What follows belongs to an exercise in optimizing a design on an open flow for small area, a short achievable clock period and few clock cycles per item; a production flow would make more cautious choices. At most, simulation tests tie the RTL to the original design; equivalence was not proved. Function not checked in runs 2 to 4: the RTL went through the layout flow alone. Power figures rest on the tool's default switching activity, not on a simulated workload.

==> flow/design.v <==
module single_divider (Clk, a_in, d_in, q_out, r_out);
input Clk;
input [7:0] a_in, d_in;
output [7:0] q_out, r_out;
wire [0:0] x0 = a_in[7:7];
wire [1:0] b_0;
wire [0:0] df_0;
assign b_0[0] = 1'b0;
assign df_0[0] = x0[0] ^ d_in[0] ^ b_0[0];
assign b_0[1] = (~x0[0] & d_in[0]) | (~(x0[0] ^ d_in[0]) & b_0[0]);
wire ge_0 = (d_in[7:1] == 0) && !b_0[1];
wire [0:0] r1 = ge_0 ? df_0 : x0;
wire [0:0] qq1 = {ge_0};
wire [6:0] aa1 = a_in[6:0];
wire [1:0] x1 = {r1, aa1[6:6]};
wire [2:0] b_1;
wire [1:0] df_1;
assign b_1[0] = 1'b0;
assign df_1[0] = x1[0] ^ d_in[0] ^ b_1[0];
assign b_1[1] = (~x1[0] & d_in[0]) | (~(x1[0] ^ d_in[0]) & b_1[0]);
assign df_1[1] = x1[1] ^ d_in[1] ^ b_1[1];
assign b_1[2] = (~x1[1] & d_in[1]) | (~(x1[1] ^ d_in[1]) & b_1[1]);
wire ge_1 = (d_in[7:2] == 0) && !b_1[2];
wire [1:0] r2 = ge_1 ? df_1 : x1;
wire [1:0] qq2 = {qq1, ge_1};
wire [5:0] aa2 = aa1[5:0];
wire [2:0] x2 = {r2, aa2[5:5]};
wire [3:0] b_2;
wire [2:0] df_2;
assign b_2[0] = 1'b0;
assign df_2[0] = x2[0] ^ d_in[0] ^ b_2[0];
assign b_2[1] = (~x2[0] & d_in[0]) | (~(x2[0] ^ d_in[0]) & b_2[0]);
assign df_2[1] = x2[1] ^ d_in[1] ^ b_2[1];
assign b_2[2] = (~x2[1] & d_in[1]) | (~(x2[1] ^ d_in[1]) & b_2[1]);
assign df_2[2] = x2[2] ^ d_in[2] ^ b_2[2];
assign b_2[3] = (~x2[2] & d_in[2]) | (~(x2[2] ^ d_in[2]) & b_2[2]);
wire ge_2 = (d_in[7:3] == 0) && !b_2[3];
wire [2:0] r3 = ge_2 ? df_2 : x2;
wire [2:0] qq3 = {qq2, ge_2};
wire [4:0] aa3 = aa2[4:0];
reg [2:0] r_p1;
always @(posedge Clk) r_p1 <= r3;
reg [4:0] a_p1;
always @(posedge Clk) a_p1 <= aa3;
reg [2:0] q_p1;
always @(posedge Clk) q_p1 <= qq3;
reg [7:0] d_p1;
always @(posedge Clk) d_p1 <= d_in;
wire [3:0] x3 = {r_p1, a_p1[4:4]};
wire [4:0] b_3;
wire [3:0] df_3;
assign b_3[0] = 1'b0;
assign df_3[0] = x3[0] ^ d_p1[0] ^ b_3[0];
assign b_3[1] = (~x3[0] & d_p1[0]) | (~(x3[0] ^ d_p1[0]) & b_3[0]);
assign df_3[1] = x3[1] ^ d_p1[1] ^ b_3[1];
assign b_3[2] = (~x3[1] & d_p1[1]) | (~(x3[1] ^ d_p1[1]) & b_3[1]);
assign df_3[2] = x3[2] ^ d_p1[2] ^ b_3[2];
assign b_3[3] = (~x3[2] & d_p1[2]) | (~(x3[2] ^ d_p1[2]) & b_3[2]);
assign df_3[3] = x3[3] ^ d_p1[3] ^ b_3[3];
assign b_3[4] = (~x3[3] & d_p1[3]) | (~(x3[3] ^ d_p1[3]) & b_3[3]);
wire ge_3 = (d_p1[7:4] == 0) && !b_3[4];
wire [3:0] r4 = ge_3 ? df_3 : x3;
wire [3:0] qq4 = {q_p1, ge_3};
wire [3:0] aa4 = a_p1[3:0];
wire [4:0] x4 = {r4, aa4[3:3]};
wire [5:0] b_4;
wire [4:0] df_4;
assign b_4[0] = 1'b0;
assign df_4[0] = x4[0] ^ d_p1[0] ^ b_4[0];
assign b_4[1] = (~x4[0] & d_p1[0]) | (~(x4[0] ^ d_p1[0]) & b_4[0]);
assign df_4[1] = x4[1] ^ d_p1[1] ^ b_4[1];
assign b_4[2] = (~x4[1] & d_p1[1]) | (~(x4[1] ^ d_p1[1]) & b_4[1]);
assign df_4[2] = x4[2] ^ d_p1[2] ^ b_4[2];
assign b_4[3] = (~x4[2] & d_p1[2]) | (~(x4[2] ^ d_p1[2]) & b_4[2]);
assign df_4[3] = x4[3] ^ d_p1[3] ^ b_4[3];
assign b_4[4] = (~x4[3] & d_p1[3]) | (~(x4[3] ^ d_p1[3]) & b_4[3]);
assign df_4[4] = x4[4] ^ d_p1[4] ^ b_4[4];
assign b_4[5] = (~x4[4] & d_p1[4]) | (~(x4[4] ^ d_p1[4]) & b_4[4]);
wire ge_4 = (d_p1[7:5] == 0) && !b_4[5];
wire [4:0] r5 = ge_4 ? df_4 : x4;
wire [4:0] qq5 = {qq4, ge_4};
wire [2:0] aa5 = aa4[2:0];
reg [4:0] r_p2;
always @(posedge Clk) r_p2 <= r5;
reg [2:0] a_p2;
always @(posedge Clk) a_p2 <= aa5;
reg [4:0] q_p2;
always @(posedge Clk) q_p2 <= qq5;
reg [7:0] d_p2;
always @(posedge Clk) d_p2 <= d_p1;
wire [5:0] x5 = {r_p2, a_p2[2:2]};
wire [6:0] b_5;
wire [5:0] df_5;
assign b_5[0] = 1'b0;
assign df_5[0] = x5[0] ^ d_p2[0] ^ b_5[0];
assign b_5[1] = (~x5[0] & d_p2[0]) | (~(x5[0] ^ d_p2[0]) & b_5[0]);
assign df_5[1] = x5[1] ^ d_p2[1] ^ b_5[1];
assign b_5[2] = (~x5[1] & d_p2[1]) | (~(x5[1] ^ d_p2[1]) & b_5[1]);
assign df_5[2] = x5[2] ^ d_p2[2] ^ b_5[2];
assign b_5[3] = (~x5[2] & d_p2[2]) | (~(x5[2] ^ d_p2[2]) & b_5[2]);
assign df_5[3] = x5[3] ^ d_p2[3] ^ b_5[3];
assign b_5[4] = (~x5[3] & d_p2[3]) | (~(x5[3] ^ d_p2[3]) & b_5[3]);
assign df_5[4] = x5[4] ^ d_p2[4] ^ b_5[4];
assign b_5[5] = (~x5[4] & d_p2[4]) | (~(x5[4] ^ d_p2[4]) & b_5[4]);
assign df_5[5] = x5[5] ^ d_p2[5] ^ b_5[5];
assign b_5[6] = (~x5[5] & d_p2[5]) | (~(x5[5] ^ d_p2[5]) & b_5[5]);
wire ge_5 = (d_p2[7:6] == 0) && !b_5[6];
wire [5:0] r6 = ge_5 ? df_5 : x5;
wire [5:0] qq6 = {q_p2, ge_5};
wire [1:0] aa6 = a_p2[1:0];
wire [6:0] x6 = {r6, aa6[1:1]};
wire [7:0] b_6;
wire [6:0] df_6;
assign b_6[0] = 1'b0;
assign df_6[0] = x6[0] ^ d_p2[0] ^ b_6[0];
assign b_6[1] = (~x6[0] & d_p2[0]) | (~(x6[0] ^ d_p2[0]) & b_6[0]);
assign df_6[1] = x6[1] ^ d_p2[1] ^ b_6[1];
assign b_6[2] = (~x6[1] & d_p2[1]) | (~(x6[1] ^ d_p2[1]) & b_6[1]);
assign df_6[2] = x6[2] ^ d_p2[2] ^ b_6[2];
assign b_6[3] = (~x6[2] & d_p2[2]) | (~(x6[2] ^ d_p2[2]) & b_6[2]);
assign df_6[3] = x6[3] ^ d_p2[3] ^ b_6[3];
assign b_6[4] = (~x6[3] & d_p2[3]) | (~(x6[3] ^ d_p2[3]) & b_6[3]);
assign df_6[4] = x6[4] ^ d_p2[4] ^ b_6[4];
assign b_6[5] = (~x6[4] & d_p2[4]) | (~(x6[4] ^ d_p2[4]) & b_6[4]);
assign df_6[5] = x6[5] ^ d_p2[5] ^ b_6[5];
assign b_6[6] = (~x6[5] & d_p2[5]) | (~(x6[5] ^ d_p2[5]) & b_6[5]);
assign df_6[6] = x6[6] ^ d_p2[6] ^ b_6[6];
assign b_6[7] = (~x6[6] & d_p2[6]) | (~(x6[6] ^ d_p2[6]) & b_6[6]);
wire ge_6 = (d_p2[7:7] == 0) && !b_6[7];
wire [6:0] r7 = ge_6 ? df_6 : x6;
wire [6:0] qq7 = {qq6, ge_6};
wire [0:0] aa7 = aa6[0:0];
reg [6:0] r_p3;
always @(posedge Clk) r_p3 <= r7;
reg [0:0] a_p3;
always @(posedge Clk) a_p3 <= aa7;
reg [6:0] q_p3;
always @(posedge Clk) q_p3 <= qq7;
reg [7:0] d_p3;
always @(posedge Clk) d_p3 <= d_p2;
wire [7:0] x7 = {r_p3, a_p3[0:0]};
wire [8:0] b_7;
wire [7:0] df_7;
assign b_7[0] = 1'b0;
assign df_7[0] = x7[0] ^ d_p3[0] ^ b_7[0];
assign b_7[1] = (~x7[0] & d_p3[0]) | (~(x7[0] ^ d_p3[0]) & b_7[0]);
assign df_7[1] = x7[1] ^ d_p3[1] ^ b_7[1];
assign b_7[2] = (~x7[1] & d_p3[1]) | (~(x7[1] ^ d_p3[1]) & b_7[1]);
assign df_7[2] = x7[2] ^ d_p3[2] ^ b_7[2];
assign b_7[3] = (~x7[2] & d_p3[2]) | (~(x7[2] ^ d_p3[2]) & b_7[2]);
assign df_7[3] = x7[3] ^ d_p3[3] ^ b_7[3];
assign b_7[4] = (~x7[3] & d_p3[3]) | (~(x7[3] ^ d_p3[3]) & b_7[3]);
assign df_7[4] = x7[4] ^ d_p3[4] ^ b_7[4];
assign b_7[5] = (~x7[4] & d_p3[4]) | (~(x7[4] ^ d_p3[4]) & b_7[4]);
assign df_7[5] = x7[5] ^ d_p3[5] ^ b_7[5];
assign b_7[6] = (~x7[5] & d_p3[5]) | (~(x7[5] ^ d_p3[5]) & b_7[5]);
assign df_7[6] = x7[6] ^ d_p3[6] ^ b_7[6];
assign b_7[7] = (~x7[6] & d_p3[6]) | (~(x7[6] ^ d_p3[6]) & b_7[6]);
assign df_7[7] = x7[7] ^ d_p3[7] ^ b_7[7];
assign b_7[8] = (~x7[7] & d_p3[7]) | (~(x7[7] ^ d_p3[7]) & b_7[7]);
wire ge_7 = 1'b1 && !b_7[8];
wire [7:0] r8 = ge_7 ? df_7 : x7;
wire [7:0] qq8 = {q_p3, ge_7};
reg [7:0] r_p4;
always @(posedge Clk) r_p4 <= r8;
reg [7:0] q_p4;
always @(posedge Clk) q_p4 <= qq8;
assign q_out = q_p4;
assign r_out = r_p4;
endmodule
`timescale 1 ns / 100 ps
module Out_of_Order_divider (clk, rst, start, memory_write_complete, dd_addr, dd_data, qr_we, qr_addr, qr_data);
input clk, rst, start;
output memory_write_complete;
output [4:0] dd_addr;
input [15:0] dd_data;
output qr_we;
output [4:0] qr_addr;
output [15:0] qr_data;
reg [5:0] cnt;
wire last = cnt[5] && (cnt[1:0] == 2'd3);
always @(posedge clk, posedge rst)
begin
  if (rst)
    cnt <= 6'd0;
  else if (last)
    cnt <= 6'd0;
  else if (start || cnt != 6'd0)
    cnt <= cnt + 6'd1;
end
wire [5:0] wcnt = cnt - 6'd4;
assign dd_addr = cnt[4:0];
assign qr_we = (cnt >= 6'd4);
assign qr_addr = wcnt[4:0];
assign memory_write_complete = last;
single_divider divider (.Clk(clk), .a_in(dd_data[15:8]), .d_in(dd_data[7:0]), .q_out(qr_data[15:8]), .r_out(qr_data[7:0]));
endmodule
==> flow/flow/run.sh <==
#!/bin/bash
# Layout flow: the standard layout (standard.sh: ORFS from synthesis to
# finish) with two changes to how the layout is made:
#  - synthesis leaves the adders to ABC (ADDER_MAP_FILE empty, so no full- or
#    half-adder cells are extracted) and ABC restructures the divider's borrow
#    chains for delay; the registers come out exactly as in the standard run;
#  - every input and output port is buffered by a sky130_fd_sc_hd__buf_1;
#  - clock tree synthesis inserts no dummy loads (-dont_use_dummy_load).
# The tools' full output goes to standard.log; ORFS keeps its per-step logs
# under orfs/logs.
set -euo pipefail
bash standard.sh BUFFER_PORTS_ARGS="-buffer_cell sky130_fd_sc_hd__buf_1" ADDER_MAP_FILE= \
  CTS_ARGS="-sink_clustering_enable -repair_clock_nets -dont_use_dummy_load" finish > standard.log 2>&1
==> flow/standard.sh <==
#!/bin/bash
# synth_recipe.tcl (not shown) runs the flow's synth.tcl, then flattens the netlist and writes it again
# the make line also repeats each setting of config.mk as NAME=value (left out here)
make -C /OpenROAD-flow-scripts/flow DESIGN_CONFIG=/design/flow/config.mk WORK_HOME=/design/flow/orfs CLKGATE_MAP_FILE= SYNTH_SCRIPT=/design/flow/synth_recipe.tcl "${@:-finish}"
==> flow/config.mk <==
export PLATFORM = sky130hd
export DESIGN_NAME = Out_of_Order_divider
export DESIGN_NICKNAME = Out_of_Order_divider
export VERILOG_FILES = /design/flow/design.v
export SDC_FILE = /design/flow/constraint.sdc
export NUM_CORES = 4
export LEC_CHECK = 0
export ABC_AREA = 1
export CAP_MARGIN = 20
export CORE_MARGIN = 2
export CORE_UTILIZATION = 40
export PLACE_DENSITY = 0.6
export SETUP_SLACK_MARGIN = 2.8
export SLEW_MARGIN = 20
==> flow/constraint.sdc <==
create_clock -name core_clock -period 6.0 [get_ports {clk}]
set_input_delay 1.2000 -clock core_clock [delete_from_list [all_inputs] [get_ports {clk}]]
set_output_delay 1.2000 -clock core_clock [all_outputs]
set_load 0.01 [all_outputs]
==> run_results.csv, run 1 <==
group,metric,value,unit
outcome,outcome,"finished clean",
cts,path_clk_slew,0.09,ns
floorplan,initial_core_util,41.0,%
grt,track_usage,13.1,%
yosys,ys.flop_type,"dfxtp_1",
grt,grt_max_degree,17,
yosys,synth_edf_count,0,
placement,port_buffers,46,
cts,cts_tree,"done",
routing,first_pass_iters,4,
sta,hold_violations,0,
pwr,p_sw_share,31.6,%
pwr,pwr-share-seq,52.6,%
sta,skew,0.0264,ns
sta,fmax,339,MHz
worst_setup_path,crit_path_end_kind,"flop",
worst_setup_path,cp-start-kind,"primary input",
cts,clkLatencyLatePin,0.35,ns
routing,wl_per_cell,9.62,microns
yosys,syn_area_per_cell,8.16,sq um
routing,vias,2507,
finish,final_cells,563,
placement,gp_congestion,0.841,
grt,grt_remaining_overflow,0,
worst_setup_path,cp_common_cell,"o21ai_0",
finish,regArea,0.00173,sq mm
placement,postPlaceCellArea,0.00360,sq mm
worst_hold_path,min_path_type,"flop to flop",
yosys,seq_area_frac_synth,51.6,%
floorplan,io_pins,47,
grt,grt_pass1_vias,2234,
yosys,yosys_warnings,2,
finish,fill_cells,819,
cts,cts_buffer_depth,2,
placement,dp_slack,2.43,ns
sta,slew_headroom,57.8,%
worst_setup_path,crit_type,"primary input to flop",
pwr,p_int,900,uW
finish,final_cell_mix,"nand2_1 (93), dfxtp_1 (79), inv_1 (53)",
worst_setup_path,cp.required,6.21,ns
placement,dpl.cell_count,554,
floorplan,dieArea,0.00914,sq mm
cts,cts_made_buffers,9,
yosys,synth_cell_types,32,
finish,layout_commonest_cell,"nand2_1",
cts,clock_sinks,85,
finish,antenna_cells,0,
finish,drive_gt1_share,11.4,%
sta,fin_ws,3.05,ns
worst_setup_path,crit_fanout,5,
floorplan,die_w,95.6,microns
job,max-cap-violations,0,
worst_setup_path,crit_chain,"buf_1 > nor4_4 > inv_1 > nor2_1 > inv_1 > a21oi_1 > o21ai_0 > o21ai_1 > nand2_1 > nand2_1 > o21ai_1 > nand3_1 > nand3_1 > o21ai_0 > o21ai_0",
sta,rsz0062_at_grt,"false",
sta,setup_viol,0,
finish,area_delta_synth_final,11.5,%
routing,drt-initial-drc-count,61,
pwr,cellLeakagePower,0.00176,uW
sta,slew_violations,0,
sta,tightest_slew,0.631,ns
sta,fin_tns_setup,0,ns
floorplan,core_area,0.00818,sq mm
cts,h-tree-depth,3,
pwr,power_density,352,mW/mm^2
floorplan,row_count,33,
yosys,synth_async_sr_flop_share,7.06,%
worst_setup_path,critPathMaxStageDelay,0.32,ns
routing,totalWireLength,5420,microns
pwr,clockPowerShare,22.8,%
worst_setup_path,slowest_stage,"nor4_4",
yosys,syn_inst,411,
sta,finalCritPeriodShare,49.2,%
sta,hold_slack,0.308,ns
yosys,ys_seq_elements,85,
routing,ant_nets,0,
yosys,syn_nets,430,
pwr,vdd_drop_max,0.0985,mV
finish,final_nets,479,
worst_setup_path,cp_data_arrival_time,3.16,ns
routing,drc,0,
grt,grt_pass1_wl,9120,microns
pwr,p_comb_share,24.6,%
routing,avgViaCountPerCell,4.45,
yosys,synth_area,0.00336,sq mm
cts,holdBufCountCts,0,
grt,antenna_found_initial,0,
pwr,p_sw,416,uW
sta,period_minus_slack,2.95,ns
floorplan,fp.dieH,95.6,microns
placement,dp_hpwl,4260,microns
finish,finalInstanceArea,0.00374,sq mm
cts,cts_root_buf,"clkbuf_8",
finish,multi_input_area,0.00136,sq mm
-- kinds of logic (layout without fill, tap and decap cells) --
group,count (synthesis),count (layout),synth area share (%)
adder cells (fa/ha/maj),1,1,0.336
flip-flops,85,85,51.6
XOR/XNOR,23,23,6.23
buffers and inverters,67,114,8.39
AO/OA/AOI/OAI,47,47,8.05
AND/OR/NAND/NOR,188,188,25.4
-- cell type report --
cell class,instances,share of cell area [%]
Clock buffer,9,3.31
Inverter,59,5.99
Tap cell,105,3.51
Sequential cell,85,46.3
Multi-Input combinational cell,259,36.3
Timing Repair Buffer,46,4.62
-- state kept, by name, summed over array words and instances, names as in the netlist --
name,flops
divider.q_p4,8
divider.d_p1,8
divider.a_p2,3
divider.q_p3,7
divider.a_p3,1
divider.q_p1,3
divider.r_p2,5
divider.d_p2,8
cnt,6
divider.r_p1,3
divider.d_p3,8
divider.a_p1,5
divider.r_p4,8
divider.r_p3,7
divider.q_p2,5
-- routing by layer --
metal | global-route usage, % | up-vias | share of wire (%)
met1 | 14.3 | 1092 | 46
met4 | 7.38 | 0 | 2.0
met5 | 0 | - | 0
met2 | 22.7 | 45 | 49
li1 | - | 1361 | -
met3 | 3.48 | 9 | 3.6
-- worst max-delay path: cells and delay by family --
kind / cells / cell delay, ns
AO/OA/AOI/OAI: 6 / 0.81
AND/OR/NAND/NOR: 6 / 0.87
buffers and inverters: 3 / 0.28
-- through the flow --
stage / total power, uW / util (%)
after detailed placement: 1030 / 44.1
final: 1320 / 45.8
after global placement: 1020 / 44.1
after floorplan: 972 / -
after global routing: 1420 / 45.8
after CTS: 1340 / 45.7
-- power by group through the flow --
stage / registers, uW / logic [uW] / clock network [uW]
floorplan: 709 / 263 / 0
global placement: 702 / 320 / 0
detailed placement: 705 / 327 / 0
CTS: 692 / 328 / 317
global route: 703 / 380 / 341
finish: 692 / 324 / 299
-- synth_stat cells, types with 2 or more instances --
cell      n  area (sq um)
o21ai_0  24           120
inv_1    53           199
xor2_1    8          70.1
buf_4     7          52.6
or2_2    14          87.6
nor4_1    2          12.5
a21oi_1   5          25.0
o21ai_2   3          26.3
xnor2_1  14           123
nand3_1  19          95.1
dfxtp_1  79          1580
inv_2     5          18.8
dfrtp_1   6           150
and2_1    2          12.5
nor2_1   38           143
nand2_1  93           349
nand2_2  11          68.8
nand2_4   3          33.8
nor3_2    2          20.0
a31oi_1  10          62.6
nand4_1   2          12.5
-- path summary, 6_finish.rpt --
path,end,cells after the start,start,slack [ns]
hold reg to reg,divider.q_p3[3]$_DFF_P_,0,divider.q_p2[1]$_DFF_P_,0.31
setup / recovery,divider.r_p1[0]$_DFF_P_,15,dd_data[6],3.05
hold / removal,divider.q_p3[3]$_DFF_P_,0,divider.q_p2[1]$_DFF_P_,0.31
min in group asynchronous,cnt[3]$_DFFE_PP0P_,2,rst,0.74
setup reg to reg,divider.r_p3[4]$_DFF_P_,27,divider.d_p2[0]$_DFF_P_,3.25
max in group asynchronous,cnt[1]$_DFFE_PP0P_,2,rst,5.07
-- repair_timing --
action / 4_1_cts / 5_1_grt
setup buffers: 0 / 0
endpoints found under the setup margin: 1 / 4
gates resized for setup: 1 / 3
Testbench counts, summed over its fixed seeds: cycles 6,912, jobs 192.
==> run 2, diff against run 1 <==
--- a/flow/design.v
+++ b/flow/design.v
@@ -108,59 +108,41 @@
 wire [5:0] r6 = ge_5 ? df_5 : x5;
 wire [5:0] qq6 = {q_p2, ge_5};
 wire [1:0] aa6 = a_p2[1:0];
-wire [6:0] x6 = {r6, aa6[1:1]};
+reg [5:0] r_p3;
+always @(posedge Clk) r_p3 <= r6;
+reg [1:0] a_p3;
+always @(posedge Clk) a_p3 <= aa6;
+reg [5:0] q_p3;
+always @(posedge Clk) q_p3 <= qq6;
+reg [7:0] d_p3;
+always @(posedge Clk) d_p3 <= d_p2;
+wire [6:0] x6 = {r_p3, a_p3[1:1]};
 wire [7:0] b_6;
 wire [6:0] df_6;
 assign b_6[0] = 1'b0;
-assign df_6[0] = x6[0] ^ d_p2[0] ^ b_6[0];
-assign b_6[1] = (~x6[0] & d_p2[0]) | (~(x6[0] ^ d_p2[0]) & b_6[0]);
-assign df_6[1] = x6[1] ^ d_p2[1] ^ b_6[1];
-assign b_6[2] = (~x6[1] & d_p2[1]) | (~(x6[1] ^ d_p2[1]) & b_6[1]);
-assign df_6[2] = x6[2] ^ d_p2[2] ^ b_6[2];
-assign b_6[3] = (~x6[2] & d_p2[2]) | (~(x6[2] ^ d_p2[2]) & b_6[2]);
-assign df_6[3] = x6[3] ^ d_p2[3] ^ b_6[3];
-assign b_6[4] = (~x6[3] & d_p2[3]) | (~(x6[3] ^ d_p2[3]) & b_6[3]);
-assign df_6[4] = x6[4] ^ d_p2[4] ^ b_6[4];
-assign b_6[5] = (~x6[4] & d_p2[4]) | (~(x6[4] ^ d_p2[4]) & b_6[4]);
-assign df_6[5] = x6[5] ^ d_p2[5] ^ b_6[5];
-assign b_6[6] = (~x6[5] & d_p2[5]) | (~(x6[5] ^ d_p2[5]) & b_6[5]);
-assign df_6[6] = x6[6] ^ d_p2[6] ^ b_6[6];
-assign b_6[7] = (~x6[6] & d_p2[6]) | (~(x6[6] ^ d_p2[6]) & b_6[6]);
-wire ge_6 = (d_p2[7:7] == 0) && !b_6[7];
+assign df_6[0] = x6[0] ^ d_p3[0] ^ b_6[0];
+assign b_6[1] = (~x6[0] & d_p3[0]) | (~(x6[0] ^ d_p3[0]) & b_6[0]);
+assign df_6[1] = x6[1] ^ d_p3[1] ^ b_6[1];
+assign b_6[2] = (~x6[1] & d_p3[1]) | (~(x6[1] ^ d_p3[1]) & b_6[1]);
+assign df_6[2] = x6[2] ^ d_p3[2] ^ b_6[2];
+assign b_6[3] = (~x6[2] & d_p3[2]) | (~(x6[2] ^ d_p3[2]) & b_6[2]);
+assign df_6[3] = x6[3] ^ d_p3[3] ^ b_6[3];
+assign b_6[4] = (~x6[3] & d_p3[3]) | (~(x6[3] ^ d_p3[3]) & b_6[3]);
+assign df_6[4] = x6[4] ^ d_p3[4] ^ b_6[4];
+assign b_6[5] = (~x6[4] & d_p3[4]) | (~(x6[4] ^ d_p3[4]) & b_6[4]);
+assign df_6[5] = x6[5] ^ d_p3[5] ^ b_6[5];
+assign b_6[6] = (~x6[5] & d_p3[5]) | (~(x6[5] ^ d_p3[5]) & b_6[5]);
+assign df_6[6] = x6[6] ^ d_p3[6] ^ b_6[6];
+assign b_6[7] = (~x6[6] & d_p3[6]) | (~(x6[6] ^ d_p3[6]) & b_6[6]);
+wire ge_6 = (d_p3[7:7] == 0) && !b_6[7];
 wire [6:0] r7 = ge_6 ? df_6 : x6;
-wire [6:0] qq7 = {qq6, ge_6};
-wire [0:0] aa7 = aa6[0:0];
-reg [6:0] r_p3;
-always @(posedge Clk) r_p3 <= r7;
-reg [0:0] a_p3;
-always @(posedge Clk) a_p3 <= aa7;
-reg [6:0] q_p3;
-always @(posedge Clk) q_p3 <= qq7;
-reg [7:0] d_p3;
-always @(posedge Clk) d_p3 <= d_p2;
-wire [7:0] x7 = {r_p3, a_p3[0:0]};
-wire [8:0] b_7;
-wire [7:0] df_7;
-assign b_7[0] = 1'b0;
-assign df_7[0] = x7[0] ^ d_p3[0] ^ b_7[0];
-assign b_7[1] = (~x7[0] & d_p3[0]) | (~(x7[0] ^ d_p3[0]) & b_7[0]);
-assign df_7[1] = x7[1] ^ d_p3[1] ^ b_7[1];
-assign b_7[2] = (~x7[1] & d_p3[1]) | (~(x7[1] ^ d_p3[1]) & b_7[1]);
-assign df_7[2] = x7[2] ^ d_p3[2] ^ b_7[2];
-assign b_7[3] = (~x7[2] & d_p3[2]) | (~(x7[2] ^ d_p3[2]) & b_7[2]);
-assign df_7[3] = x7[3] ^ d_p3[3] ^ b_7[3];
-assign b_7[4] = (~x7[3] & d_p3[3]) | (~(x7[3] ^ d_p3[3]) & b_7[3]);
-assign df_7[4] = x7[4] ^ d_p3[4] ^ b_7[4];
-assign b_7[5] = (~x7[4] & d_p3[4]) | (~(x7[4] ^ d_p3[4]) & b_7[4]);
-assign df_7[5] = x7[5] ^ d_p3[5] ^ b_7[5];
-assign b_7[6] = (~x7[5] & d_p3[5]) | (~(x7[5] ^ d_p3[5]) & b_7[5]);
-assign df_7[6] = x7[6] ^ d_p3[6] ^ b_7[6];
-assign b_7[7] = (~x7[6] & d_p3[6]) | (~(x7[6] ^ d_p3[6]) & b_7[6]);
-assign df_7[7] = x7[7] ^ d_p3[7] ^ b_7[7];
-assign b_7[8] = (~x7[7] & d_p3[7]) | (~(x7[7] ^ d_p3[7]) & b_7[7]);
-wire ge_7 = 1'b1 && !b_7[8];
-wire [7:0] r8 = ge_7 ? df_7 : x7;
-wire [7:0] qq8 = {q_p3, ge_7};
+wire [6:0] qq7 = {q_p3, ge_6};
+wire [0:0] aa7 = a_p3[0:0];
+wire [7:0] x7 = {r7, aa7[0:0]};
+wire ge_7_1 = 1'b1 && (x7 >= d_p3[7:0]);
+wire [7:0] df_7_1 = x7 - d_p3[7:0];
+wire [7:0] r8 = ge_7_1 ? df_7_1 : x7;
+wire [7:0] qq8 = {qq7, ge_7_1};
 reg [7:0] r_p4;
 always @(posedge Clk) r_p4 <= r8;
 reg [7:0] q_p4;
==> flow/flow/run.sh (replaced) <==
#!/bin/bash
set -euo pipefail
bash standard.sh BUFFER_PORTS_ARGS="-buffer_cell sky130_fd_sc_hd__buf_1" ADDER_MAP_FILE= CTS_ARGS="-sink_clustering_enable -repair_clock_nets -dont_use_dummy_load" finish > standard.log 2>&1
--- a/flow/config.mk
+++ b/flow/config.mk
@@ -10,5 +10,5 @@
 export CORE_MARGIN = 2
 export CORE_UTILIZATION = 40
 export PLACE_DENSITY = 0.6
-export SETUP_SLACK_MARGIN = 2.8
+export SETUP_SLACK_MARGIN = 3.0
 export SLEW_MARGIN = 20
==> run_results.csv, run 2 <==
group,metric,value,unit
cts,clkLatencyLatePin,0.34,ns
worst_setup_path,reg2reg_depth,23,
yosys,yosys.area.top_type_share,42.2,%
yosys,seq_area_frac_synth,46.2,%
yosys,synth_edf_count,0,
outcome,outcome,"finished clean",
yosys,synth_async_sr_flop_share,7.14,%
sta,slew_violations,0,
grt,grt_pass1_wl,10600,microns
sta,finalCritPeriodShare,45.2,%
finish,fill_cells,918,
grt,track_usage,13.0,%
job,max-cap-violations,0,
pwr,p_comb_share,30.7,%
floorplan,core_area,0.00911,sq mm
yosys,synth.most_common_cell,"nand2_1",
finish,final_nets,524,
grt,grt_remaining_overflow,0,
cts,path_clk_slew,0.08,ns
pwr,p_sw,476,uW
yosys,syn_inst,456,
floorplan,die_w,100,microns
floorplan,dieArea,0.0100,sq mm
worst_setup_path,crit_type,"primary input to flop",
routing,totalWireLength,5880,microns
pwr,cellLeakagePower,0.00195,uW
grt,grt_pass1_vias,2602,
sta,skew,0.0144,ns
floorplan,row_count,35,
yosys,synth_area_leaders,"dfxtp_1 (42%), nand2_1 (11%), inv_1 (6.3%), dfrtp_1 (4.1%), xnor2_1 (3.5%)",
cts,clock_sinks,84,
sta,rsz0062_at_grt,"false",
sta,slew_headroom,61.7,%
cts,cts_setup_buffers,0,
grt,grt_max_degree,16,
cts,h-tree-depth,3,
sta,period_minus_slack,2.71,ns
pwr,pwr-share-seq,48.4,%
pwr,vdd_drop_max,0.149,mV
worst_hold_path,hold_depth,0,
routing,first_pass_iters,4,
yosys,synthTopCellsByCount,"nand2_1 (113), dfxtp_1 (78), inv_1 (62)",
routing,avgViaCountPerCell,4.53,
sta,setup_viol,0,
pwr,p_int,924,uW
routing,ant_nets,0,
worst_setup_path,cp_data_arrival_time,2.96,ns
finish,layout_commonest_cell,"nand2_1",
worst_setup_path,cp-start-kind,"primary input",
yosys,ys.flop_type,"dfxtp_1",
sta,hold_violations,0,
finish,drive_gt1_share,14.3,%
finish,final_cell_mix,"nand2_1 (113), dfxtp_1 (78), inv_1 (62)",
yosys,syn_area_per_cell,8.12,sq um
placement,dp_hpwl,4730,microns
floorplan,initial_core_util,40.6,%
finish,area_delta_synth_final,10.3,%
floorplan,io_pins,47,
cts,cts_buffer_depth,2,
yosys,ys_seq_elements,84,
placement,port_buffers,46,
grt,antenna_found_initial,0,
finish,antenna_cells,0,
routing,drc,0,
yosys,syn_nets,475,
finish,utilization,44.8,%
sta,fin_tns_setup,0,ns
cts,cts_made_buffers,9,
pwr,power_density,343,mW/mm^2
placement,gp_congestion,0.790,
routing,drt-initial-drc-count,50,
worst_setup_path,crit_path_end_kind,"flop",
pwr,p_sw_share,34.0,%
yosys,synth_area,0.00370,sq mm
cts,cts_root_buf,"clkbuf_8",
routing,vias,2780,
yosys,synth_cell_types,45,
worst_setup_path,cp.required,6.24,ns
cts,cts_tree,"done",
worst_hold_path,min_path_type,"flop to flop",
cts,holdBufCountCts,0,
sta,tightest_slew,0.560,ns
routing,wl_per_cell,9.58,microns
worst_setup_path,crit_fanout,5,
pwr,clockPowerShare,20.9,%
floorplan,fp.dieH,100,microns
worst_setup_path,rrSetupSlack,3.43,ns
sta,fmax,369,MHz
yosys,yosysTopAreaCell,"dfxtp_1",
yosys,yosys_warnings,2,
## run 2: changes by cell type after synthesis, moves of 5 or more
cell / delta
a31oi_1: -7
inv_1: +9
nand2_1: +20
nand2_2: +8
nand3_2: +11
nor2_1: -5
o21ai_0: -16
or2_2: -11
## run 2: logic make-up after synthesis
kind of cell             count (synthesis)  share of synthesized area (%)
AO/OA/AOI/OAI                           41                           7.10
XOR/XNOR                                24                           5.68
adder cells (fa/ha/maj)                  3                          0.811
buffers and inverters                   77                           9.09
flip-flops                              84                           46.2
AND/OR/NAND/NOR                        227                           31.1
## run 2: path summary, 6_finish.rpt
path / startpoint / to
worst min-delay path: divider.q_p3[0]$_DFF_P_ / divider.q_p4[2]$_DFF_P_
worst max register to register: divider.d_p3[0]$_DFF_P_ / divider.r_p4[6]$_DFF_P_
min in group asynchronous: rst / cnt[3]$_DFFE_PP0P_
worst max-delay path: dd_data[3] / divider.r_p1[0]$_DFF_P_
max in group asynchronous: rst / cnt[1]$_DFFE_PP0P_
worst min register to register: divider.q_p3[0]$_DFF_P_ / divider.q_p4[2]$_DFF_P_
## run 2: critical path, cell delays in order
cell and delay [ns]:
buf_1 0.09, nor4_2 0.26, nand2_1 0.11, nor2_2 0.16, o221ai_1 0.18, o21ai_2 0.19, nand2_1 0.07, inv_1 0.09
nor2_1 0.05, inv_1 0.04, o21ai_1 0.09, nor2_2 0.17, nand2_1 0.07, a22o_1 0.17
## run 2: area by class of cell
cell class,count,area [sq um],share of cell area [%]
multi-input combinational,295,1670,40.9
sequential,84,1710,41.9
inverter,68,259,6.34
timing repair buffer,47,180,4.41
tap,111,139,3.40
clock buffer,9,124,3.03
## run 2: what timing repair did
item / in CTS / in global routing
endpoints found under the setup margin: 1 / 3
cloned: 0 / 0
gates resized for setup: 1 / 5
## run 2: stage by stage
step	instances	cell area (sq um)	worst slack [ns]	power (uW)	hold WS (ns)
finish	614	4080	3.29	1400	0.327
CTS	614	4070	3.05	1420	0.329
global placement	605	3940	2.77	1110	0.313
global route	614	4080	3.03	1510	0.334
detailed placement	605	3940	2.55	1120	0.313
floorplan	456	3700	3.03	1060	0.310
## run 2: power groups by stage
stage / sequential (uW) / combinational [uW] / clock (uW)
6_report: 677 / 430 / 293
5_1_grt: 687 / 492 / 331
4_1_cts: 678 / 435 / 311
3_5_place_dp: 690 / 435 / 0
3_3_place_gp: 689 / 425 / 0
2_1_floorplan: 698 / 361 / 0
## run 2: per-layer routing
layer	up-vias	track usage (%)	routed length, microns
met4	0	5.37	83
li1	1511	-	-
met2	41	23.4	2970
met1	1221	14.2	2630
met3	7	3.76	195
met5	-	0	0
==> run 3, diff against run 2 <==
--- a/flow/design.v
+++ b/flow/design.v
@@ -138,17 +138,43 @@
 wire [6:0] r7 = ge_6 ? df_6 : x6;
 wire [6:0] qq7 = {q_p3, ge_6};
 wire [0:0] aa7 = a_p3[0:0];
-wire [7:0] x7 = {r7, aa7[0:0]};
-wire ge_7_1 = 1'b1 && (x7 >= d_p3[7:0]);
-wire [7:0] df_7_1 = x7 - d_p3[7:0];
-wire [7:0] r8 = ge_7_1 ? df_7_1 : x7;
-wire [7:0] qq8 = {qq7, ge_7_1};
-reg [7:0] r_p4;
-always @(posedge Clk) r_p4 <= r8;
-reg [7:0] q_p4;
-always @(posedge Clk) q_p4 <= qq8;
-assign q_out = q_p4;
-assign r_out = r_p4;
+reg [6:0] r_p4;
+always @(posedge Clk) r_p4 <= r7;
+reg [0:0] a_p4;
+always @(posedge Clk) a_p4 <= aa7;
+reg [6:0] q_p4;
+always @(posedge Clk) q_p4 <= qq7;
+reg [7:0] d_p4;
+always @(posedge Clk) d_p4 <= d_p3;
+wire [7:0] x7 = {r_p4, a_p4[0:0]};
+wire [8:0] b_7;
+wire [7:0] df_7;
+assign b_7[0] = 1'b0;
+assign df_7[0] = x7[0] ^ d_p4[0] ^ b_7[0];
+assign b_7[1] = (~x7[0] & d_p4[0]) | (~(x7[0] ^ d_p4[0]) & b_7[0]);
+assign df_7[1] = x7[1] ^ d_p4[1] ^ b_7[1];
+assign b_7[2] = (~x7[1] & d_p4[1]) | (~(x7[1] ^ d_p4[1]) & b_7[1]);
+assign df_7[2] = x7[2] ^ d_p4[2] ^ b_7[2];
+assign b_7[3] = (~x7[2] & d_p4[2]) | (~(x7[2] ^ d_p4[2]) & b_7[2]);
+assign df_7[3] = x7[3] ^ d_p4[3] ^ b_7[3];
+assign b_7[4] = (~x7[3] & d_p4[3]) | (~(x7[3] ^ d_p4[3]) & b_7[3]);
+assign df_7[4] = x7[4] ^ d_p4[4] ^ b_7[4];
+assign b_7[5] = (~x7[4] & d_p4[4]) | (~(x7[4] ^ d_p4[4]) & b_7[4]);
+assign df_7[5] = x7[5] ^ d_p4[5] ^ b_7[5];
+assign b_7[6] = (~x7[5] & d_p4[5]) | (~(x7[5] ^ d_p4[5]) & b_7[5]);
+assign df_7[6] = x7[6] ^ d_p4[6] ^ b_7[6];
+assign b_7[7] = (~x7[6] & d_p4[6]) | (~(x7[6] ^ d_p4[6]) & b_7[6]);
+assign df_7[7] = x7[7] ^ d_p4[7] ^ b_7[7];
+assign b_7[8] = (~x7[7] & d_p4[7]) | (~(x7[7] ^ d_p4[7]) & b_7[7]);
+wire ge_7 = 1'b1 && !b_7[8];
+wire [7:0] r8 = ge_7 ? df_7 : x7;
+wire [7:0] qq8 = {q_p4, ge_7};
+reg [7:0] r_p5;
+always @(posedge Clk) r_p5 <= r8;
+reg [7:0] q_p5;
+always @(posedge Clk) q_p5 <= qq8;
+assign q_out = q_p5;
+assign r_out = r_p5;
 endmodule
 `timescale 1 ns / 100 ps
 module Out_of_Order_divider (clk, rst, start, memory_write_complete, dd_addr, dd_data, qr_we, qr_addr, qr_data);
@@ -160,7 +186,7 @@
 output [4:0] qr_addr;
 output [15:0] qr_data;
 reg [5:0] cnt;
-wire last = cnt[5] && (cnt[1:0] == 2'd3);
+wire last = cnt[5] && (cnt[2:0] == 3'd4);
 always @(posedge clk, posedge rst)
 begin
   if (rst)
@@ -170,9 +196,9 @@
   else if (start || cnt != 6'd0)
     cnt <= cnt + 6'd1;
 end
-wire [5:0] wcnt = cnt - 6'd4;
+wire [5:0] wcnt = cnt - 6'd5;
 assign dd_addr = cnt[4:0];
-assign qr_we = (cnt >= 6'd4);
+assign qr_we = (cnt >= 6'd5);
 assign qr_addr = wcnt[4:0];
 assign memory_write_complete = last;
 single_divider divider (.Clk(clk), .a_in(dd_data[15:8]), .d_in(dd_data[7:0]), .q_out(qr_data[15:8]), .r_out(qr_data[7:0]));
--- a/flow/config.mk
+++ b/flow/config.mk
@@ -10,5 +10,5 @@
 export CORE_MARGIN = 2
 export CORE_UTILIZATION = 40
 export PLACE_DENSITY = 0.6
-export SETUP_SLACK_MARGIN = 3.0
+export SETUP_SLACK_MARGIN = 2.8
 export SLEW_MARGIN = 20
==> run_results.csv, run 3 <==
group,metric,value,unit
sta,skew,0.0167,ns
worst_setup_path,rrSetupSlack,3.82,ns
routing,drt-initial-drc-count,53,
yosys,yosys.area.top_type_share,51.3,%
yosys,ys.flop_type,"dfxtp_1",
grt,grt_pass1_wl,9290,microns
finish,final_cell_mix,"nand2_1 (110), dfxtp_1 (101), inv_1 (59)",
floorplan,fp.dieH,103,microns
yosys,synth_edf_count,0,
cts,clkLatencyLatePin,0.34,ns
worst_setup_path,r2r_end,"divider.r_p2[1]$_DFF_P_",
worst_setup_path,crit_fanout,4,
finish,regArea,0.00217,sq mm
yosys,synth_area,0.00394,sq mm
floorplan,core_area,0.00968,sq mm
sta,setup_viol,0,
yosys,syn_inst,445,
floorplan,dieArea,0.0107,sq mm
sta,fin_tns_setup,0,ns
sta,hold_violations,0,
yosys,yosys_warnings,2,
finish,fill_cells,972,
worst_setup_path,crit_chain,"buf_1 > nor2_1 > nand2_1 > nor3_1 > o221ai_1 > o21ai_0 > nor2_1 > nand3b_1 > nand3_1 > inv_1 > nand2_1 > o21ai_0",
sta,finalCritPeriodShare,47.0,%
floorplan,row_count,36,
worst_setup_path,critPathMaxStageDelay,0.37,ns
finish,area_delta_synth_final,10.4,%
cts,clock_sinks,107,
yosys,synth_async_sr_flop_share,5.61,%
cts,cts_tree,"done",
worst_hold_path,min_path_type,"flop to flop",
outcome,outcome,"finished clean",
floorplan,die_w,103,microns
placement,postPlaceCellArea,0.00423,sq mm
cts,cts_resized,0,
routing,drc,0,
routing,wl_per_cell,8.69,microns
cts,h-tree-depth,3,
yosys,ys_seq_elements,107,
routing,totalWireLength,5440,microns
cts,cts_made_buffers,9,
cts,holdBufCountCts,0,
cts,cts_buffer_depth,2,
cts,cts_setup_buffers,0,
placement,port_buffers,46,
finish,drive_gt1_share,8.52,%
sta,tightest_slew,0.533,ns
sta,slew_violations,0,
cts,cts_root_buf,"clkbuf_8",
yosys,syn_nets,464,
placement,dp_hpwl,4370,microns
worst_setup_path,slowest_stage,"nor3_1",
grt,grt_remaining_overflow,0,
yosys,seq_area_frac_synth,55.1,%
finish,finalInstanceArea,0.00435,sq mm
pwr,cellLeakagePower,0.00200,uW
grt,grt_max_degree,17,
worst_setup_path,cp_data_arrival_time,3.05,ns
worst_setup_path,crit_type,"primary input to flop",
yosys,synthTopCellsByCount,"nand2_1 (110), dfxtp_1 (101), inv_1 (59)",
cts,path_clk_slew,0.09,ns
worst_setup_path,r2r_start,"divider.d_p1[5]$_DFF_P_",
finish,antenna_cells,0,
grt,grt_pass1_vias,2329,
sta,slew_headroom,63.6,%
yosys,synth.most_common_cell,"nand2_1",
pwr,power_density,358,mW/mm^2
routing,avgViaCountPerCell,4.27,
yosys,syn_area_per_cell,8.85,sq um
routing,vias,2676,
placement,gp_congestion,0.870,
finish,layout_commonest_cell,"nand2_1",
worst_setup_path,crit_path_end_kind,"flop",
routing,first_pass_iters,4,
finish,multi_input_area,0.00148,sq mm
worst_setup_path,crit_start,"dd_data[6]",
worst_setup_path,cp.required,6.23,ns
sta,fmax,355,MHz
yosys,synth_cell_types,38,
grt,antenna_found_initial,0,
job,max-cap-violations,0,
floorplan,io_pins,47,
finish,final_nets,514,
worst_setup_path,cp-start-kind,"primary input",
floorplan,initial_core_util,40.7,%
pwr,vdd_drop_max,0.139,mV
worst_setup_path,crit_end,"divider.r_p1[1]$_DFF_P_",
sta,period_minus_slack,2.82,ns
yosys,yosysTopAreaCell,"dfxtp_1",
grt,track_usage,11.0,%
worst_setup_path,reg2reg_depth,16,
routing,ant_nets,0,
yosys,synth_area_leaders,"dfxtp_1 (51%), nand2_1 (10%), xnor2_1 (6.7%), inv_1 (5.6%), dfrtp_1 (3.8%)",
sta,rsz0062_at_grt,"false",
-- run 3: cell families (layout without fill, tap and decap cells) --
family	after synthesis	after routing	share of synthesized area, %
DFF	107	107	55.1
buffers and inverters	70	118	7.43
AOI/OAI and AO/OA	35	35	5.37
adders and majority gates	3	3	0.794
xor gates and xnor gates	37	37	8.22
and+or+nand+nor	193	193	23.1
-- run 3: how the worst min path moves through the flow --
stage                                  from                      end  slack [ns]  depth (start not counted)
floorplan           divider.a_p1[0]$_DFF_P_  divider.a_p2[0]$_DFF_P_        0.31                          0
global placement    divider.q_p4[1]$_DFF_P_  divider.q_p5[2]$_DFF_P_        0.31                          0
detailed placement  divider.a_p1[0]$_DFF_P_  divider.a_p2[0]$_DFF_P_        0.31                          0
CTS                 divider.q_p3[2]$_DFF_P_  divider.q_p4[3]$_DFF_P_        0.31                          0
global route        divider.a_p1[0]$_DFF_P_  divider.a_p2[0]$_DFF_P_        0.31                          0
finish              divider.a_p1[0]$_DFF_P_  divider.a_p2[0]$_DFF_P_        0.31                          0
-- run 3: per-layer routing --
metal | track usage, % | vias up | part of all wire [%]
li1 | - | 1463 | -
met1 | 11.3 | 1173 | 43
met2 | 20.6 | 38 | 53
met3 | 4.30 | 2 | 3.8
met4 | 3.04 | 0 | 0.46
met5 | 0 | - | 0
-- run 3: final cells by class --
class / count / area share (%)
Inverter: 62 / 5.35
Sequential cell: 107 / 49.9
Clock buffer: 9 / 2.85
Tap cell: 133 / 3.83
Multi-Input combinational cell: 268 / 33.9
Timing Repair Buffer: 47 / 4.14
-- run 3: critical path: cells and delay by family --
family          cells  cell delay (ns)
simple gates        7             1.05
buf+inv             2             0.18
compound gates      3             0.62
-- run 3: per-stage QoR --
step / util, % / power (uW) / cells / worst slack (ns) / hold slack [ns]
final: 44.9 / 1560 / 626 / 3.18 / 0.309
after global placement: 43.6 / 1250 / 617 / 2.94 / 0.312
after global routing: 44.9 / 1670 / 626 / 2.94 / 0.308
after detailed placement: 43.6 / 1260 / 617 / 2.83 / 0.312
after floorplan: - / 1180 / 445 / 3.34 / 0.310
after CTS: 44.9 / 1590 / 626 / 3.17 / 0.307
-- run 3: report_power, final --
part	internal [uW]	leakage [uW]	switching [uW]	total (uW)
Clock	135	0.0000647	189	323
Sequential	798	0.000914	53.1	851
Combinational	152	0.00102	232	384
Total	1090	0.00200	474	1560
==> run 4, diff against run 3 <==
--- a/flow/design.v
+++ b/flow/design.v
@@ -24,29 +24,29 @@
 wire [1:0] r2 = ge_1 ? df_1 : x1;
 wire [1:0] qq2 = {qq1, ge_1};
 wire [5:0] aa2 = aa1[5:0];
-wire [2:0] x2 = {r2, aa2[5:5]};
+reg [1:0] r_p1;
+always @(posedge Clk) r_p1 <= r2;
+reg [5:0] a_p1;
+always @(posedge Clk) a_p1 <= aa2;
+reg [1:0] q_p1;
+always @(posedge Clk) q_p1 <= qq2;
+reg [7:0] d_p1;
+always @(posedge Clk) d_p1 <= d_in;
+wire [2:0] x2 = {r_p1, a_p1[5:5]};
 wire [3:0] b_2;
 wire [2:0] df_2;
 assign b_2[0] = 1'b0;
-assign df_2[0] = x2[0] ^ d_in[0] ^ b_2[0];
-assign b_2[1] = (~x2[0] & d_in[0]) | (~(x2[0] ^ d_in[0]) & b_2[0]);
-assign df_2[1] = x2[1] ^ d_in[1] ^ b_2[1];
-assign b_2[2] = (~x2[1] & d_in[1]) | (~(x2[1] ^ d_in[1]) & b_2[1]);
-assign df_2[2] = x2[2] ^ d_in[2] ^ b_2[2];
-assign b_2[3] = (~x2[2] & d_in[2]) | (~(x2[2] ^ d_in[2]) & b_2[2]);
-wire ge_2 = (d_in[7:3] == 0) && !b_2[3];
+assign df_2[0] = x2[0] ^ d_p1[0] ^ b_2[0];
+assign b_2[1] = (~x2[0] & d_p1[0]) | (~(x2[0] ^ d_p1[0]) & b_2[0]);
+assign df_2[1] = x2[1] ^ d_p1[1] ^ b_2[1];
+assign b_2[2] = (~x2[1] & d_p1[1]) | (~(x2[1] ^ d_p1[1]) & b_2[1]);
+assign df_2[2] = x2[2] ^ d_p1[2] ^ b_2[2];
+assign b_2[3] = (~x2[2] & d_p1[2]) | (~(x2[2] ^ d_p1[2]) & b_2[2]);
+wire ge_2 = (d_p1[7:3] == 0) && !b_2[3];
 wire [2:0] r3 = ge_2 ? df_2 : x2;
-wire [2:0] qq3 = {qq2, ge_2};
-wire [4:0] aa3 = aa2[4:0];
-reg [2:0] r_p1;
-always @(posedge Clk) r_p1 <= r3;
-reg [4:0] a_p1;
-always @(posedge Clk) a_p1 <= aa3;
-reg [2:0] q_p1;
-always @(posedge Clk) q_p1 <= qq3;
-reg [7:0] d_p1;
-always @(posedge Clk) d_p1 <= d_in;
-wire [3:0] x3 = {r_p1, a_p1[4:4]};
+wire [2:0] qq3 = {q_p1, ge_2};
+wire [4:0] aa3 = a_p1[4:0];
+wire [3:0] x3 = {r3, aa3[4:4]};
 wire [4:0] b_3;
 wire [3:0] df_3;
 assign b_3[0] = 1'b0;
@@ -60,35 +60,35 @@
 assign b_3[4] = (~x3[3] & d_p1[3]) | (~(x3[3] ^ d_p1[3]) & b_3[3]);
 wire ge_3 = (d_p1[7:4] == 0) && !b_3[4];
 wire [3:0] r4 = ge_3 ? df_3 : x3;
-wire [3:0] qq4 = {q_p1, ge_3};
-wire [3:0] aa4 = a_p1[3:0];
-wire [4:0] x4 = {r4, aa4[3:3]};
+wire [3:0] qq4 = {qq3, ge_3};
+wire [3:0] aa4 = aa3[3:0];
+reg [3:0] r_p2;
+always @(posedge Clk) r_p2 <= r4;
+reg [3:0] a_p2;
+always @(posedge Clk) a_p2 <= aa4;
+reg [3:0] q_p2;
+always @(posedge Clk) q_p2 <= qq4;
+reg [7:0] d_p2;
+always @(posedge Clk) d_p2 <= d_p1;
+wire [4:0] x4 = {r_p2, a_p2[3:3]};
 wire [5:0] b_4;
 wire [4:0] df_4;
 assign b_4[0] = 1'b0;
-assign df_4[0] = x4[0] ^ d_p1[0] ^ b_4[0];
-assign b_4[1] = (~x4[0] & d_p1[0]) | (~(x4[0] ^ d_p1[0]) & b_4[0]);
-assign df_4[1] = x4[1] ^ d_p1[1] ^ b_4[1];
-assign b_4[2] = (~x4[1] & d_p1[1]) | (~(x4[1] ^ d_p1[1]) & b_4[1]);
-assign df_4[2] = x4[2] ^ d_p1[2] ^ b_4[2];
-assign b_4[3] = (~x4[2] & d_p1[2]) | (~(x4[2] ^ d_p1[2]) & b_4[2]);
-assign df_4[3] = x4[3] ^ d_p1[3] ^ b_4[3];
-assign b_4[4] = (~x4[3] & d_p1[3]) | (~(x4[3] ^ d_p1[3]) & b_4[3]);
-assign df_4[4] = x4[4] ^ d_p1[4] ^ b_4[4];
-assign b_4[5] = (~x4[4] & d_p1[4]) | (~(x4[4] ^ d_p1[4]) & b_4[4]);
-wire ge_4 = (d_p1[7:5] == 0) && !b_4[5];
+assign df_4[0] = x4[0] ^ d_p2[0] ^ b_4[0];
+assign b_4[1] = (~x4[0] & d_p2[0]) | (~(x4[0] ^ d_p2[0]) & b_4[0]);
+assign df_4[1] = x4[1] ^ d_p2[1] ^ b_4[1];
+assign b_4[2] = (~x4[1] & d_p2[1]) | (~(x4[1] ^ d_p2[1]) & b_4[1]);
+assign df_4[2] = x4[2] ^ d_p2[2] ^ b_4[2];
+assign b_4[3] = (~x4[2] & d_p2[2]) | (~(x4[2] ^ d_p2[2]) & b_4[2]);
+assign df_4[3] = x4[3] ^ d_p2[3] ^ b_4[3];
+assign b_4[4] = (~x4[3] & d_p2[3]) | (~(x4[3] ^ d_p2[3]) & b_4[3]);
+assign df_4[4] = x4[4] ^ d_p2[4] ^ b_4[4];
+assign b_4[5] = (~x4[4] & d_p2[4]) | (~(x4[4] ^ d_p2[4]) & b_4[4]);
+wire ge_4 = (d_p2[7:5] == 0) && !b_4[5];
 wire [4:0] r5 = ge_4 ? df_4 : x4;
-wire [4:0] qq5 = {qq4, ge_4};
-wire [2:0] aa5 = aa4[2:0];
-reg [4:0] r_p2;
-always @(posedge Clk) r_p2 <= r5;
-reg [2:0] a_p2;
-always @(posedge Clk) a_p2 <= aa5;
-reg [4:0] q_p2;
-always @(posedge Clk) q_p2 <= qq5;
-reg [7:0] d_p2;
-always @(posedge Clk) d_p2 <= d_p1;
-wire [5:0] x5 = {r_p2, a_p2[2:2]};
+wire [4:0] qq5 = {q_p2, ge_4};
+wire [2:0] aa5 = a_p2[2:0];
+wire [5:0] x5 = {r5, aa5[2:2]};
 wire [6:0] b_5;
 wire [5:0] df_5;
 assign b_5[0] = 1'b0;
@@ -106,8 +106,8 @@
 assign b_5[6] = (~x5[5] & d_p2[5]) | (~(x5[5] ^ d_p2[5]) & b_5[5]);
 wire ge_5 = (d_p2[7:6] == 0) && !b_5[6];
 wire [5:0] r6 = ge_5 ? df_5 : x5;
-wire [5:0] qq6 = {q_p2, ge_5};
-wire [1:0] aa6 = a_p2[1:0];
+wire [5:0] qq6 = {qq5, ge_5};
+wire [1:0] aa6 = aa5[1:0];
 reg [5:0] r_p3;
 always @(posedge Clk) r_p3 <= r6;
 reg [1:0] a_p3;
@@ -169,12 +169,8 @@
 wire ge_7 = 1'b1 && !b_7[8];
 wire [7:0] r8 = ge_7 ? df_7 : x7;
 wire [7:0] qq8 = {q_p4, ge_7};
-reg [7:0] r_p5;
-always @(posedge Clk) r_p5 <= r8;
-reg [7:0] q_p5;
-always @(posedge Clk) q_p5 <= qq8;
-assign q_out = q_p5;
-assign r_out = r_p5;
+assign q_out = qq8;
+assign r_out = r8;
 endmodule
 `timescale 1 ns / 100 ps
 module Out_of_Order_divider (clk, rst, start, memory_write_complete, dd_addr, dd_data, qr_we, qr_addr, qr_data);
@@ -186,19 +182,24 @@
 output [4:0] qr_addr;
 output [15:0] qr_data;
 reg [5:0] cnt;
-wire last = cnt[5] && (cnt[2:0] == 3'd4);
+reg run;
+wire last = run && (cnt == 6'd35);
 always @(posedge clk, posedge rst)
 begin
-  if (rst)
+  if (rst) begin
     cnt <= 6'd0;
-  else if (last)
+    run <= 1'b0;
+  end else if (last) begin
     cnt <= 6'd0;
-  else if (start || cnt != 6'd0)
+    run <= 1'b0;
+  end else if (start || run) begin
     cnt <= cnt + 6'd1;
+    run <= 1'b1;
+  end
 end
-wire [5:0] wcnt = cnt - 6'd5;
+wire [5:0] wcnt = cnt - 6'd4;
 assign dd_addr = cnt[4:0];
-assign qr_we = (cnt >= 6'd5);
+assign qr_we = run && (cnt >= 6'd4);
 assign qr_addr = wcnt[4:0];
 assign memory_write_complete = last;
 single_divider divider (.Clk(clk), .a_in(dd_data[15:8]), .d_in(dd_data[7:0]), .q_out(qr_data[15:8]), .r_out(qr_data[7:0]));
==> flow/flow/run.sh (replaced) <==
#!/bin/bash
# The standard layout, with every input and output port buffered by a
# sky130_fd_sc_hd__buf_1 instead of the resizer's default choice.
set -euo pipefail
bash standard.sh BUFFER_PORTS_ARGS="-buffer_cell sky130_fd_sc_hd__buf_1" ADDER_MAP_FILE= finish > standard.log 2>&1
--- a/flow/config.mk
+++ b/flow/config.mk
@@ -5,10 +5,8 @@
 export SDC_FILE = /design/flow/constraint.sdc
 export NUM_CORES = 4
 export LEC_CHECK = 0
-export ABC_AREA = 1
 export CAP_MARGIN = 20
 export CORE_MARGIN = 2
 export CORE_UTILIZATION = 40
 export PLACE_DENSITY = 0.6
-export SETUP_SLACK_MARGIN = 2.8
 export SLEW_MARGIN = 20
==> run_results.csv, run 4 <==
group,metric,value,unit
sta,tightest_slew,0.714,ns
floorplan,row_count,35,
cts,cts_made_buffers,9,
yosys,syn_area_per_cell,9.67,sq um
sta,fin_tns_setup,0,ns
finish,antenna_cells,0,
routing,first_pass_iters,5,
yosys,yosys_warnings,2,
pwr,total_power,1410,uW
pwr,cellLeakagePower,0.00157,uW
sta,slew_headroom,52.0,%
placement,port_buffers,46,
yosys,synth_async_sr_flop_share,7.78,%
outcome,outcome,"finished clean",
cts,cts_root_buf,"clkbuf_8",
sta,hold_violations,0,
cts,cts_buffer_depth,2,
routing,totalWireLength,5870,microns
floorplan,fp.dieH,100,microns
routing,wl_per_cell,10.8,microns
yosys,synth_edf_count,0,
grt,grt_pass1_wl,10100,microns
floorplan,die_w,100,microns
job,max-cap-violations,0,
worst_setup_path,critPathTopFamily,"adder cells",
worst_setup_path,rrSetupSlack,2.61,ns
yosys,synth.most_common_cell,"dfxtp_1",
grt,track_usage,12.5,%
worst_setup_path,crit_chain,"nor2b_2 > maj3_2 > maj3_2 > maj3_2 > maj3_2 > maj3_2 > maj3_2 > o21a_4 > nand2b_1 > xnor2_1 > buf_1",
cts,holdBufCountCts,0,
yosys,yosys.area.top_type_share,44.8,%
worst_setup_path,crit_fanout,7,
cts,cts_resized,0,
worst_setup_path,slowest_stage,"maj3_2",
cts,clkLatencyLatePin,0.35,ns
yosys,syn_inst,383,
floorplan,core_area,0.00911,sq mm
yosys,synth_area,0.00370,sq mm
worst_setup_path,crit_buf_inv,1,
routing,vias,2646,
yosys,yosysTopAreaCell,"dfxtp_1",
routing,ant_nets,0,
finish,final_nets,445,
finish,area_delta_synth_final,10.8,%
grt,grt_pass1_vias,2383,
finish,drive_gt1_share,9.51,%
placement,dp_hpwl,4580,microns
worst_setup_path,cp-start-kind,"flop",
cts,h-tree-depth,3,
yosys,ys_seq_elements,90,
finish,final_cells,542,
cts,clock_sinks,90,
grt,grt_remaining_overflow,0,
floorplan,dieArea,0.0100,sq mm
sta,setup_viol,0,
yosys,synth_cell_types,60,
worst_setup_path,critPathMaxStageDelay,0.34,ns
sta,slew_violations,0,
yosys,syn_nets,402,
sta,hold_slack,0.326,ns
finish,layout_commonest_cell,"dfxtp_1",
floorplan,io_pins,47,
routing,drt-initial-drc-count,140,
sta,skew,0.0124,ns
finish,final_cell_mix,"dfxtp_1 (83), buf_1 (46), xnor2_1 (40)",
yosys,seq_area_frac_synth,49.6,%
routing,drc,0,
sta,finalCritPeriodShare,78.8,%
worst_setup_path,crit_path_end_kind,"primary output",
grt,antenna_found_initial,0,
worst_setup_path,cp.required,4.80,ns
grt,grt_max_degree,18,
worst_hold_path,min_path_type,"flop to flop",
cts,path_clk_slew,0.09,ns
placement,gp_congestion,0.852,
placement,dpl.cell_count,526,
floorplan,initial_core_util,40.7,%
yosys,ys.flop_type,"dfxtp_1",
cts,cts_tree,"done",
routing,avgViaCountPerCell,4.88,
sta,period_minus_slack,4.73,ns
sta,rsz0062_at_grt,"false",
cts,cts_setup_buffers,0,
worst_setup_path,cp_data_arrival_time,3.53,ns
pwr,vdd_drop_max,0.118,mV
pwr,power_density,343,mW/mm^2
finish,utilization,45.1,%
worst_setup_path,cp_common_cell,"maj3_2",
yosys,synth_area_leaders,"dfxtp_1 (45%), xnor2_1 (9.5%), dfrtp_1 (4.7%), maj3_2 (4.0%), nor2_1 (4.0%)",
yosys,synthTopCellsByCount,"dfxtp_1 (83), xnor2_1 (40), nor2_1 (39)",
sta,fmax,211,MHz
worst_setup_path,crit_type,"flop to primary output",
## run 4: cell types whose count changed after synthesis, sizes merged, moves of 5 or more
cell	delta
nand2b	+7
xnor2	+10
maj3	+14
nand3	-12
inv	-32
nor2b	+8
nand4	-5
a21oi	+6
nand2	-101
dfxtp	-18
nor2	+11
## run 4: worst paths after layout
kind | to | start | cells after the start
worst max-delay path | qr_data[0] | divider.d_p4[0]$_DFF_P_ | 11
worst min-delay path | divider.q_p2[2]$_DFF_P_ | divider.q_p1[0]$_DFF_P_ | 0
worst max register to register | divider.r_p3[4]$_DFF_P_ | divider.d_p2[4]$_DFF_P_ | 10
worst min register to register | divider.q_p2[2]$_DFF_P_ | divider.q_p1[0]$_DFF_P_ | 0
max in group asynchronous | cnt[3]$_DFFE_PP0P_ | rst | 2
min in group asynchronous | cnt[1]$_DFFE_PP0P_ | rst | 2
## run 4: routing by layer
metal  up-vias  GRT usage, %  part of all wire, %
met2        63          20.6                   49
li1       1385             -                    -
met3         7          3.06                  4.5
met4         0          6.85                  1.7
met5         -             0                    0
met1      1191          15.0                   45
## run 4: report_power, final
part,total [uW],internal (uW),leakage (uW),switching [uW]
sequential,715,658,0.000774,57.1
clock,371,157,0.0000886,214
combinational,323,149,0.000710,175
## run 4: layout make-up
class	count	area (sq um)
inverters	30	113
clock inverters	7	57.6
fillers	885	5000
clock buffers	9	124
well taps	111	139
repair buffers	46	173
multi-input cells	249	1660
flip-flops and latches	90	1840
## run 4: stage by stage
stage | worst slack, ns | area, sq um
2_1_floorplan | 1.79 | 3700
5_1_grt | 1.05 | 4110
6_report | 1.27 | 4110
3_3_place_gp | 1.68 | 3920
4_1_cts | 1.21 | 4110
3_5_place_dp | 1.63 | 3920
## run 4: cell families (layout without fill, tap and decap cells)
family                     Yosys count  count (layout)  synth area share, %
adders and majority gates           17              17                 5.03
xor gates and xnor gates            43              43                 10.2
buffers and inverters               44              92                 5.54
DFF                                 90              90                 49.6
AOI/OAI and AO/OA                   65              65                 12.8
muxes                                3               3                0.811
and+or+nand+nor                    121             121                 16.1

==> re-timing with driven ports <==
Ports are ideal in the flow. The routed layouts listed here were re-timed in OpenROAD. Step 1 assumes that a clkbuf_16 drives the clock port and a buf_2 every other input. Step 2 adds t to the input delays and takes it off the output delays; t is the mean of the earliest and latest rising clock arrival at the registers after step 1. Input paths then give back, and output paths get back, about the clock's delay inside the block. Slacks: ideal ports / drivers / drivers and shift; pairs: ideal ports / drivers.
run	shift t [ns]	setup WS [ns]	worst setup path at the end
run 1	0.365	3.051 / 3.062 / 2.697	input to register
run 2	0.360	3.288 / 3.300 / 2.939	input to register
run 3	0.366	3.180 / 3.190 / 2.824	input to register
run 4	0.379	1.269 / 1.236 / 1.615	register to output
After both steps every run listed still meets setup and hold. The setup slack of run 3, which loses most, moves by +0.010 ns with the drivers and by -0.356 ns with both steps.
